This is an optimization exercise on Yosys and OpenROAD, whose aim is small area, not a production implementation. Where RTL was checked, it was by simulation tests only, not by an equivalence proof against the original. No driver is modelled on the clock port, so clocking that relies on it looks cheaper here than on a real chip. No activity file was given, so power comes from the tool's default toggle rates.

Design project, start of the top module:
module project(clk, reset, button1, button0, led5, led4, led3, led2, led1, led0, alarmon, what);
export LEC_CHECK = 0
export CAP_MARGIN = 20
export CORE_MARGIN = 2
export CORE_UTILIZATION = 70
export SLEW_MARGIN = 20
create_clock -name core_clock -period 10.0 [get_ports {clk}]
standard.sh (not shown) runs the stock make flow with config.mk's settings and CLKGATE_MAP_FILE= SYNTH_SCRIPT=/design/flow/synth_recipe.tcl, a recipe that flattens the netlist after the stock synthesis.
==> flow/flow/run.sh <==
#!/bin/bash
# Standard layout with three changes: synthesis skips half/full-adder extraction and maps
# with each ABC script in flow/abc, keeping the smallest; the ports get single-drive
# buffers; the clock tree uses small buffers, larger only where a clock edge is slow, and no
# dummy loads.
set -euo pipefail
{ cat flow/overrides.tcl; cat synth_recipe.tcl; } > own_synth.tcl
export OWN_ABC_SCRIPTS="$(ls $PWD/flow/abc/*.abc | tr '\n' ' ')"
export BUFFER_PORTS_ARGS="-buffer_cell sky130_fd_sc_hd__buf_1"
export POST_CTS_TCL=$PWD/flow/clock_upsize.tcl
export OWN_CLOCK_SLEW_NS=0.11
export CTS_ARGS="-sink_clustering_enable -repair_clock_nets -root_buf sky130_fd_sc_hd__clkbuf_4 -buf_list sky130_fd_sc_hd__clkbuf_4 -sink_clustering_size 40 -sink_clustering_max_diameter 300 -dont_use_dummy_load"
bash standard.sh SYNTH_SCRIPT=$PWD/own_synth.tcl > standard_flow.log 2>&1
Other scripts of this flow, unchanged in this note and not shown: flow/flow/abc/a2.abc, flow/flow/abc/a5.abc, flow/flow/abc/a8.abc, flow/flow/abc/b1.abc, flow/flow/abc/b2.abc, flow/flow/clock_upsize.tcl, flow/flow/overrides.tcl
The first run passed the timing, design-rule and antenna checks.
==> next run, changes <==
--- a/flow/design.v
+++ b/flow/design.v
@@ -206,16 +206,17 @@
 	wire ns2 = (~state[3] & ~state[2] & ~state[1] & state[0] & ~B0 & B1) | (~state[3] & ~state[2] & state[1] & ~state[0] & ~B0 & B1) | (~state[3] & state[2] & state[1] & state[0]) | (~state[3] & state[1] & state[0] & B0) | (~state[3] & state[2] & ~B1) | (state[2] & ~B0 & ~B1);
 	wire ns3 = (state[2] & ~state[1] & B1) | (state[2] & ~state[0] & B1) | (state[3] & ~B0 & ~B1) | (~state[3] & state[2] & state[1] & state[0] & B0) | (state[3] & ~state[2] & ~B1);
 	always @(posedge clk or negedge reset)
 		if (!reset) state <= 4'd0;
 		else state <= {ns3, ns2, ns1, ns0};
 	wire set_clock = (~state[1] & state[0]);
 	wire alarm_set = (state[1] & ~state[0]);
 	wire stop = (state[1] & state[0]);
+	wire alm_or_stop = (state[1]);
 	wire hsub = (state[2] & ~state[1]) | (state[2] & ~state[0]);
 	wire msub = (state[3] & ~state[2]);
 	wire hc = (state[2] & ~state[1]);
 	wire mc = (state[3] & ~state[1]);
 	wire ha = (state[2] & ~state[0]);
 	wire ma = (state[3] & ~state[0]);
 	wire srun = (~state[3] & state[2] & state[1] & state[0]);
 	wire spause = (state[3] & state[2]);
Die area is unchanged.
Power decreases slightly.
Utilization goes down by 0.25 points.
Worst hold slack gets better by 0.0074 ns.
Routed wire length goes down by a few percent.
Sequential share of layout area rose by 0.14 points.
Design area is lower slightly.
Count of clock-buffer cells in the layout does not change.
Only the layout flow was run in the second run of this note; the RTL was not checked for function there.

--- another note on this design; it stands on its own ---

// project
module project(clk, reset, button1, button0, led5, led4, led3, led2, led1, led0, alarmon, what);
Settings: LEC_CHECK=0, CAP_MARGIN=20, CORE_MARGIN=2, CORE_UTILIZATION=70, SLEW_MARGIN=20; clock period 10.0 ns.
standard.sh (not shown) runs the stock make flow with config.mk's settings and CLKGATE_MAP_FILE= SYNTH_SCRIPT=/design/flow/synth_recipe.tcl, a recipe that flattens the netlist after the stock synthesis.
==> flow/flow/run.sh <==
#!/bin/bash
# Standard layout with three changes: synthesis skips half/full-adder extraction and maps
# with each ABC script in flow/abc, keeping the smallest; the ports get single-drive
# buffers; the clock tree uses small buffers, larger only where a clock edge is slow, and no
# dummy loads.
set -euo pipefail
{ cat flow/overrides.tcl; cat synth_recipe.tcl; } > own_synth.tcl
export OWN_ABC_SCRIPTS="$(ls $PWD/flow/abc/*.abc | tr '\n' ' ')"
export BUFFER_PORTS_ARGS="-buffer_cell sky130_fd_sc_hd__buf_1"
export POST_CTS_TCL=$PWD/flow/clock_upsize.tcl
export OWN_CLOCK_SLEW_NS=0.11
export CTS_ARGS="-sink_clustering_enable -repair_clock_nets -root_buf sky130_fd_sc_hd__clkbuf_4 -buf_list sky130_fd_sc_hd__clkbuf_4 -sink_clustering_size 40 -sink_clustering_max_diameter 300 -dont_use_dummy_load"
bash standard.sh SYNTH_SCRIPT=$PWD/own_synth.tcl > standard_flow.log 2>&1
Other scripts of this flow, unchanged in this note and not shown: flow/flow/abc/a2.abc, flow/flow/abc/a5.abc, flow/flow/abc/a8.abc, flow/flow/abc/b1.abc, flow/flow/abc/b2.abc, flow/flow/clock_upsize.tcl, flow/flow/overrides.tcl
Then changed:
CORE_UTILIZATION = 55   (was 70)
After rerunning: Utilization fell by 16 points. Total power rose slightly. Final area came out higher slightly. Via count goes down by a few percent. Worst setup slack loses 110 ps. Global-route usage fell by 5.0 points. First-iteration DRC count drops by well over a third. Synthesized cell count is unchanged. Hold slack improves by 8.5 ps. Count of clock-buffer cells in the layout stays the same.
Then changed:
CAP_MARGIN = 0   (was 20)
CORE_UTILIZATION = 70   (was 55)
SLEW_MARGIN = 0   (was 20)
What happened: Area after synthesis is unchanged; maximum frequency came out higher by 1.7%; worst setup slack gets better by 100 ps; synthesized cell count stays the same; total power drops by 0.77%; critical path depth stays the same; sequential power is about the same; worst hold slack degrades by 8.3 ps; cell area drops by 0.53%; global-route usage rose by 5.0 points; combinational power hardly moves.

-- re-timing with driven ports --
No port has a modelled driver above. Below, the same layouts with a new extraction and two added sets of constraints. Step 1: set_driving_cell puts a clkbuf_16 on clk and a buf_2 on each other input, an assumption about the parent block. Step 2 times the ports against the registers' clock, not the clock port: input delays grow and output delays shrink by t, the midpoint of the rising clock arrivals with the driver on. a / b / c = no drivers / after step 1 / after step 2; a / b = the first two.
run | shift t [ns] | setup slack, ns | pins driven straight from the clock port
the first run of note 1 | 0.442 | 3.996 / 3.968 / 4.410 | 1
the second run of note 1 | 0.417 | 4.068 / 4.039 / 4.457 | 1
the first run of note 2 | 0.432 | 3.736 / 3.709 / 4.141 | 1
the second run of note 2 | 0.439 | 3.631 / 3.601 / 4.040 | 1
the third run of note 2 | 0.433 | 3.736 / 3.708 / 4.141 | 1
After both steps every run listed still meets setup and hold.
